Context: an optimization exercise on an open-source flow, tuned for small area, a short achievable clock period and few clock cycles per item. The choices shown serve that exercise and are no tape-out recipe. At most, simulation tests tie the RTL to the original design; equivalence was not proved.

Setup of run A:
Design sm4_top, start of the top module:
module sm4_top (
    clk,rst,start,i_plaintext,i_key,
    o_data,o_done
);
Size in the first run: roughly 390 flip-flops, ~7 I/O pins.
export LEC_CHECK = 0
export CAP_MARGIN = 20
export CORE_MARGIN = 2
export CORE_UTILIZATION = 40
export SETUP_SLACK_MARGIN = 4.0
export SLEW_MARGIN = 20
create_clock -name core_clock -period 6.5 [get_ports {clk}]
standard.sh (not shown) runs the stock make flow with config.mk's settings and CLKGATE_MAP_FILE= SYNTH_SCRIPT=/design/flow/synth_recipe.tcl, a recipe that flattens the netlist after the stock synthesis.
==> flow/flow/run.sh <==
#!/bin/bash
# Standard ORFS layout, except that synthesis skips Yosys's full/half-adder
# extraction (ADDER_MAP_FILE empty): it turns XOR/AND pairs of the S-box and
# linear layers into slow adder cells that ABC cannot restructure.
set -euo pipefail
bash standard.sh ADDER_MAP_FILE= finish > standard.log 2>&1
#### Input delta (run B over run A)
# run A
export LEC_CHECK = 0
export CAP_MARGIN = 20
export CORE_MARGIN = 2
export CORE_UTILIZATION = 40
export SETUP_SLACK_MARGIN = 4.0
export SLEW_MARGIN = 20
create_clock -name core_clock -period 6.5 [get_ports {clk}]
# run B
export LEC_CHECK = 0
export CAP_MARGIN = 20
export CORE_MARGIN = 2
export CORE_UTILIZATION = 40
export SLEW_MARGIN = 20
create_clock -name core_clock -period 6.5 [get_ports {clk}]
### Flow results
Run B: relative slew slack lower than run A. Cmp run B and run A / data arrival at the endpoint of the critical path / lower: run A. Comparing run B and run A, the lower clock network contribution to total cell area is on run A. Post-CTS resize count came out lower on run B than on run A. Compared with run A, run B shows a lower number of vias in the routed layout.
Input-level comparison between run C and run B:
# run B
export LEC_CHECK = 0
export CAP_MARGIN = 20
export CORE_MARGIN = 2
export CORE_UTILIZATION = 40
export SLEW_MARGIN = 20
create_clock -name core_clock -period 6.5 [get_ports {clk}]
# run C
export LEC_CHECK = 0
export CAP_MARGIN = 20
export CORE_MARGIN = 2
export CORE_UTILIZATION = 40
export SETUP_SLACK_MARGIN = 4.0
export SLEW_MARGIN = 20
create_clock -name core_clock -period 6.5 [get_ports {clk}]
==> flow/flow/run.sh <==
#!/bin/bash
# The standard ORFS layout (standard.sh), with two synthesis changes:
#  - ADDER_MAP_FILE empty: Yosys's full/half-adder extraction would turn the
#    XOR/AND pairs of the S-box and linear layers into slow adder cells that
#    ABC cannot restructure.
#  - the 3-input XOR/XNOR cells are added to DONT_USE_CELLS (on top of the
#    platform's list): ABC chains them in the linear layers, and they are
#    slower than trees of 2-input XORs.
set -euo pipefail
PLATFORM_DONT_USE=$(sed -n '/^export DONT_USE_CELLS += /,/^#/p' \
    "$FLOW_HOME/platforms/sky130hd/config.mk" | grep -o 'sky130_fd_sc_hd__[a-z0-9_]*' | tr '\n' ' ')
EXTRA="sky130_fd_sc_hd__xor3_1 sky130_fd_sc_hd__xor3_2 sky130_fd_sc_hd__xor3_4 sky130_fd_sc_hd__xnor3_1 sky130_fd_sc_hd__xnor3_2 sky130_fd_sc_hd__xnor3_4"
bash standard.sh ADDER_MAP_FILE= "DONT_USE_CELLS=$PLATFORM_DONT_USE $EXTRA" finish > standard.log 2>&1
==> run summary <==
Number of synthesized flops with an enable pin: run B vs run C identical. [run C vs run B] worst hold margin: higher in run C. Looking only at total number of cells along the worst setup path, and setting everything else aside, the higher value of run B and run C goes to run C. Summary — final area, run C relative to run B: higher, by 2600 um^2.
No run of this note included a check of the RTL's function; only the layout flow was run.


Another version of the RTL of sm4_top (not shown whole).
Size in the first run: about 3,500 cells after synthesis, ~23,000 um2 of cells after synthesis.
export LEC_CHECK = 0
export ABC_AREA = 1
export CAP_MARGIN = 20
export CORE_MARGIN = 2
export CORE_UTILIZATION = 40
export CTS_CLUSTER_DIAMETER = 100
export CTS_CLUSTER_SIZE = 30
export SETUP_SLACK_MARGIN = 4.2
export SLEW_MARGIN = 20
create_clock -name core_clock -period 6.5 [get_ports {clk}]
==> flow/flow/run.sh <==
#!/bin/bash
# The standard ORFS layout (standard.sh), with two synthesis changes:
#  - ADDER_MAP_FILE empty: Yosys's full/half-adder extraction would turn the
#    XOR/AND pairs of the S-box and linear layers into slow adder cells that
#    ABC cannot restructure.
#  - the 3-input XOR/XNOR cells are added to DONT_USE_CELLS (on top of the
#    platform's list): ABC chains them in the linear layers, and they are
#    slower than trees of 2-input XORs.
set -euo pipefail
PLATFORM_DONT_USE=$(sed -n '/^export DONT_USE_CELLS += /,/^#/p' \
    "$FLOW_HOME/platforms/sky130hd/config.mk" | grep -o 'sky130_fd_sc_hd__[a-z0-9_]*' | tr '\n' ' ')
EXTRA="sky130_fd_sc_hd__xor3_1 sky130_fd_sc_hd__xor3_2 sky130_fd_sc_hd__xor3_4 sky130_fd_sc_hd__xnor3_1 sky130_fd_sc_hd__xnor3_2 sky130_fd_sc_hd__xnor3_4"
bash standard.sh ADDER_MAP_FILE= "DONT_USE_CELLS=$PLATFORM_DONT_USE $EXTRA" finish > standard.log 2>&1
The first run completed with no timing, DRC or antenna violations.
Testbench counts at the start, summed over its fixed seeds: cycles 22,848, blocks 64.
==> next run, changes <==
--- a/flow/config.mk
+++ b/flow/config.mk
@@ -10,6 +10,6 @@
 export CORE_MARGIN = 2
-export CORE_UTILIZATION = 40
+export CORE_UTILIZATION = 55
 export CTS_CLUSTER_DIAMETER = 100
 export CTS_CLUSTER_SIZE = 30
-export SETUP_SLACK_MARGIN = 4.2
+export SETUP_SLACK_MARGIN = 4.1
 export SLEW_MARGIN = 20
After rerunning: Setup slack got worse by 0.012 ns. Synthesized area does not change. Count of clock-buffer cells in the layout came out higher by 2. Final area came out lower by 5.5%. Core utilization came out higher by 14 points. Non-clock buffer count came out lower by 39. Clock skew came out higher by 0.0043 ns. Die area came out lower by 27%. Global-route usage came out higher by 8.5 points.


rev 12:
Another version of the RTL of sm4_top (not shown whole).
For scale: ~3200 cells after synthesis, about 430 flip-flops, about 7 I/O pins, ~0.023 mm^2 of cells after synthesis.
clock: 6.5 ns
lec_check: 0
abc_area: 1
cap_margin: 20
core_margin: 2
core_utilization: 60
cts_cluster_diameter: 90
cts_cluster_size: 28
setup_slack_margin: 4.05
slew_margin: 20
Scripts as last shown in full above: flow/flow/run.sh
Testbench counts of rev 12, summed over its fixed seeds: cycles 22,848, blocks 64.
The following lists how rev 13 was set up differently from rev 12:
Settings: CTS_CLUSTER_DIAMETER now 100, was 90; CTS_CLUSTER_SIZE now 30, was 28; CORE_UTILIZATION now 40, was 60; SETUP_SLACK_MARGIN now 4.1, was 4.05.
[summary]
Compared with rev 12, rev 13 shows count of inserted tapcells that has gone up by more than a quarter. Reported for rev 13 and rev 12, peak fanout along the critical path turned out identical to the last digit. The lower area added between synthesis and finish of rev 13 and rev 12 is in rev 12. Taking rev 12 as the reference, in rev 13 worst-case reg-to-reg path depth decreased by 6 relative to the old numbers, minimum setup slack among reg-to-reg paths decreased by 40 ps relative to the old numbers, net total in the final layout increased by 14 relative to the old numbers. Against rev 12, maximum number of pins on one net before global-route repair in rev 13 rose by more than a quarter. Rev 13 ends up with lower period utilization than rev 12 does.


v19:
sm4_top with an RTL version that a note above also has.
Size: about 3500 cells after synthesis, roughly 23000 um2 of cells after synthesis.
Design sm4_top, start of the top module:
module sm4_top (
    clk,rst,start,i_plaintext,i_key,
    o_data,o_done
);
export LEC_CHECK = 0
export ABC_AREA = 1
export CAP_MARGIN = 20
export CORE_MARGIN = 2
export CORE_UTILIZATION = 50
export CTS_CLUSTER_DIAMETER = 100
export CTS_CLUSTER_SIZE = 28
export SETUP_SLACK_MARGIN = 4.1
export SLEW_MARGIN = 20
create_clock -name core_clock -period 6.5 [get_ports {clk}]
Scripts as last shown in full above: flow/flow/run.sh
In summary, v19 completed successfully, with a layout that passed the timing, design-rule and antenna checks.
Testbench counts of v19, summed over its fixed seeds: cycles 22,848, blocks 64.
The inputs of v27 differ from those of v19 as listed below.
- SETUP_SLACK_MARGIN now 4.0, was 4.1
- CORE_UTILIZATION now 40, was 50
- CTS_CLUSTER_DIAMETER now 80, was 100
- CTS_CLUSTER_SIZE now 24, was 28
==> comparison <==
Sort v19 and v27 by buffer count excluding the clock tree in the final layout, descending, and v19 comes first.
v27 ends up with a number of cells traversed by the worst register-to-register path that is 3 lower than in v19.
Wire: v27 routes less than v19
Compared with v19, the detailed router inserted fewer vias in v27.
Going from v19 to v27, worst slack at placement increased 0.042 ns; first-iteration DRC count increased 28.
Design area on v27 is ahead of v19.
Hold slack for v27: 0.0065 ns down relative to v19
Number of buffers added by the clock tree synthesis step: lower on v19
Edits applied to the flow inputs when going from v27 to v40:
- CTS_CLUSTER_DIAMETER now 100, was 80
- SETUP_SLACK_MARGIN now 4.1, was 4.0
- CTS_CLUSTER_SIZE now 30, was 24
--- outcome ---
The maximum clock frequency of v40 is higher than that of v27. v27 → v40: multi-input gate share of total cell area went up by 0.87 points; number of nets at the end of the flow went up by 21. Total wire length after detailed routing sits higher in v40 than in v27. Relative to v27, the number of inserted filler cells in the final layout measured on v40 has decreased slightly. [diff] slack of the worst reg-to-reg path, v40 relative to v27: improvement. In the flow results for v27 and v40, the area taken by multi-input logic gates is larger on v40. In the reports for v27 and v40, the smaller core occupancy in the finished layout belongs to v27. The run showing the greater average vias per placed instance is v40. Summary of the comparison: post-route worst setup slack is higher in v40, relative to v27.


== try-violet ==
sm4_top with an RTL version that a note above also has.
For scale: roughly 430 flip-flops, about 7 I/O pins.
clock: 6.5 ns
lec_check: 0
abc_area: 1
cap_margin: 20
core_margin: 2
core_utilization: 40
cts_cluster_diameter: 90
cts_cluster_size: 26
setup_slack_margin: 4.1
slew_margin: 20
Scripts as last shown in full above: flow/flow/run.sh
Testbench counts of try-violet, summed over its fixed seeds: cycles 22,848, blocks 64.
Edits applied to the flow inputs when going from try-violet to try-willow:
- CTS_CLUSTER_DIAMETER: 90 -> 100
- CTS_CLUSTER_SIZE: 26 -> 30
- SETUP_SLACK_MARGIN: 4.1 -> 4.0
==> flow/run.sh (new file) <==
#!/bin/bash
# synth_recipe.tcl (not shown) runs the flow's synth.tcl, then flattens the netlist and writes it again
# the make line also repeats each setting of config.mk as NAME=value (left out here)
make -C /OpenROAD-flow-scripts/flow DESIGN_CONFIG=/design/flow/config.mk WORK_HOME=/design/flow/orfs CLKGATE_MAP_FILE= SYNTH_SCRIPT=/design/flow/synth_recipe.tcl finish
removed: flow/flow/run.sh
removed: flow/standard.sh
### Flow results
Number of placement rows of try-willow falls short of that of try-violet by a few percent. try-willow ends up with a data-path buffer share of cell area in the final layout that is 2.6 points higher than in try-violet. Against try-violet, width of the die in try-willow fell by a few percent. The run showing the greater critical path depth is try-willow. try-willow ended with every stage complete and zero timing, DRC or antenna violations.
The following lists how try-zinc was set up differently from try-willow:
- CORE_UTILIZATION: 40 -> 50
- SETUP_SLACK_MARGIN: 4.0 -> 4.05
==> flow/flow/run.sh (new file) <==
#!/bin/bash
# The standard ORFS layout (standard.sh), with two synthesis changes:
#  - ADDER_MAP_FILE empty: Yosys's full/half-adder extraction would turn the
#    XOR/AND pairs of the S-box and linear layers into slow adder cells that
#    ABC cannot restructure.
#  - the 3-input XOR/XNOR cells are added to DONT_USE_CELLS (on top of the
#    platform's list): ABC chains them in the linear layers, and they are
#    slower than trees of 2-input XORs.
set -euo pipefail
PLATFORM_DONT_USE=$(sed -n '/^export DONT_USE_CELLS += /,/^#/p' \
    "$FLOW_HOME/platforms/sky130hd/config.mk" | grep -o 'sky130_fd_sc_hd__[a-z0-9_]*' | tr '\n' ' ')
EXTRA="sky130_fd_sc_hd__xor3_1 sky130_fd_sc_hd__xor3_2 sky130_fd_sc_hd__xor3_4 sky130_fd_sc_hd__xnor3_1 sky130_fd_sc_hd__xnor3_2 sky130_fd_sc_hd__xnor3_4"
bash standard.sh ADDER_MAP_FILE= "DONT_USE_CELLS=$PLATFORM_DONT_USE $EXTRA" finish > standard.log 2>&1
==> flow/standard.sh (new file) <==
#!/bin/bash
# synth_recipe.tcl (not shown) runs the flow's synth.tcl, then flattens the netlist and writes it again
# the make line also repeats each setting of config.mk as NAME=value (left out here)
make -C /OpenROAD-flow-scripts/flow DESIGN_CONFIG=/design/flow/config.mk WORK_HOME=/design/flow/orfs CLKGATE_MAP_FILE= SYNTH_SCRIPT=/design/flow/synth_recipe.tcl "${@:-finish}"
removed: flow/run.sh
Global-route wire length before repair: try-zinc > try-willow. On sequential cell area share: between try-willow and try-zinc, it ends up lower for try-willow. try-zinc vs try-willow, first element of the critical path: data_r vs kr0[31]. Of the two values seen for master of the slowest instance on the critical path, sky130_fd_sc_hd__dfxtp_4 was produced by try-willow and sky130_fd_sc_hd__dfxtp_1 by try-zinc. try-zinc vs try-willow: multi-input combinational cell area down. The final reports for try-zinc and try-willow show non-clock inverter count in the final layout higher in the former. try-zinc vs try-willow, wire length on met1 went up by about 4%.
Modified inputs, try-pepper compared to try-zinc
- changing CORE_UTILIZATION from 50 to 45
- changing SETUP_SLACK_MARGIN from 4.05 to 4.1
### Flow results
Global-route usage on try-pepper is down relative to try-zinc. Delta(inserted tap cell count, try-pepper - try-zinc) > 0. In the flow results for try-pepper and try-zinc, the height of the chip is larger on try-pepper. Delta (try-pepper minus try-zinc): detailed route wirelength on metal3 now smaller, sequential cell area share now smaller, filler-free cell count of the finished design now larger, final critical path time including I/O delays and setup now smaller. Across both runs, final worst slack was higher for try-pepper than for try-zinc. On number of inserted filler cells in the final layout, the lower figure sits with try-zinc, not try-pepper. try-pepper ended up with done_r as its critical path launch point; try-zinc ended up with data_r.


birch:
sm4_top, a different RTL version from the one above (not shown whole).
Size: roughly 3500 cells after synthesis, ~390 flip-flops, about 7 I/O pins.
export LEC_CHECK = 0
export ABC_AREA = 1
export CAP_MARGIN = 20
export CORE_MARGIN = 2
export CORE_UTILIZATION = 40
export CTS_CLUSTER_DIAMETER = 100
export CTS_CLUSTER_SIZE = 30
export SETUP_SLACK_MARGIN = 4.0
export SLEW_MARGIN = 20
create_clock -name core_clock -period 6.5 [get_ports {clk}]
==> flow/flow/run.sh <==
#!/bin/bash
# The standard ORFS layout (standard.sh), with two synthesis changes:
#  - ADDER_MAP_FILE empty: Yosys's full/half-adder extraction would turn the
#    XOR/AND pairs of the S-box and linear layers into slow adder cells that
#    ABC cannot restructure.
#  - the 3-input XOR/XNOR cells are added to DONT_USE_CELLS (on top of the
#    platform's list): ABC chains them in the linear layers, and they are
#    slower than trees of 2-input XORs.
set -euo pipefail
PLATFORM_DONT_USE=$(sed -n '/^export DONT_USE_CELLS += /,/^#/p' \
    "$FLOW_HOME/platforms/sky130hd/config.mk" | grep -o 'sky130_fd_sc_hd__[a-z0-9_]*' | tr '\n' ' ')
EXTRA="sky130_fd_sc_hd__xor3_1 sky130_fd_sc_hd__xor3_2 sky130_fd_sc_hd__xor3_4 sky130_fd_sc_hd__xnor3_1 sky130_fd_sc_hd__xnor3_2 sky130_fd_sc_hd__xnor3_4"
bash standard.sh ADDER_MAP_FILE= "DONT_USE_CELLS=$PLATFORM_DONT_USE $EXTRA" finish > standard.log 2>&1
Testbench counts of birch, summed over its fixed seeds: cycles 22,848, blocks 64.
The inputs of oak differ from those of birch as listed below.
Settings: SETUP_SLACK_MARGIN now 4.4, was 4.0; CTS_CLUSTER_SIZE no longer set, was 30; CTS_CLUSTER_DIAMETER no longer set, was 100.
Findings:
Final cell area: oak above birch
Via count of the first global-routing pass sits higher in oak than in birch.
birch → oak: worst slack on hold paths -0.0035 ns; sequential share of cell area went down; register bit count reported by yosys roughly the same.
oak vs. birch: total detailed-routing wirelength went up by 13 mm.
Taking birch over oak, the cell count ratio works out to 0.940.

==> afterwards: timing with drivers on the ports <==
Ports are ideal in the flow. The routed layouts listed here were re-timed in OpenROAD.
Step 1 assumes that a clkbuf_16 drives the clock port and a buf_2 every other input.
Step 2, shift: input delay + t, output delay - t, t = (earliest + latest rising clock arrival at the registers) / 2. This alone moves slack from input paths to output paths.
a / b / c = no drivers / after step 1 / after step 2; a / b = the first two.
run	t (ns)	slack for setup (ns)	cell pins on the clock port's net
run A	0.638	3.821 / 3.821 / 3.659	1
run B	0.626	3.146 / 3.146 / 3.146	1
run C	0.621	3.905 / 3.905 / 3.705	1
the first run of note 2	0.599	4.143 / 4.084 / 4.074	1
the second run of note 2	0.601	4.131 / 4.071 / 3.687	1
rev 12	0.607	4.091 / 4.031 / 3.640	1
rev 13	0.617	4.157 / 4.097 / 3.652	1
v19	0.608	4.130 / 4.063 / 3.618	1
v27	0.627	4.065 / 4.000 / 3.611	1
v40	0.605	4.138 / 4.079 / 3.666	1
try-violet	0.635	4.139 / 4.080 / 3.655	1
try-willow	0.620	3.801 / 3.801 / 3.551	1
try-zinc	0.595	4.103 / 4.050 / 3.618	1
try-pepper	0.621	4.118 / 4.054 / 3.627	1
birch	0.607	4.097 / 4.040 / 3.643	1
oak	0.639	4.126 / 4.063 / 3.958	1
After both steps setup and hold are still met in every run listed. For v19, which loses most, drivers alone change the setup slack by -0.067 ns; drivers and shift together by -0.512 ns.
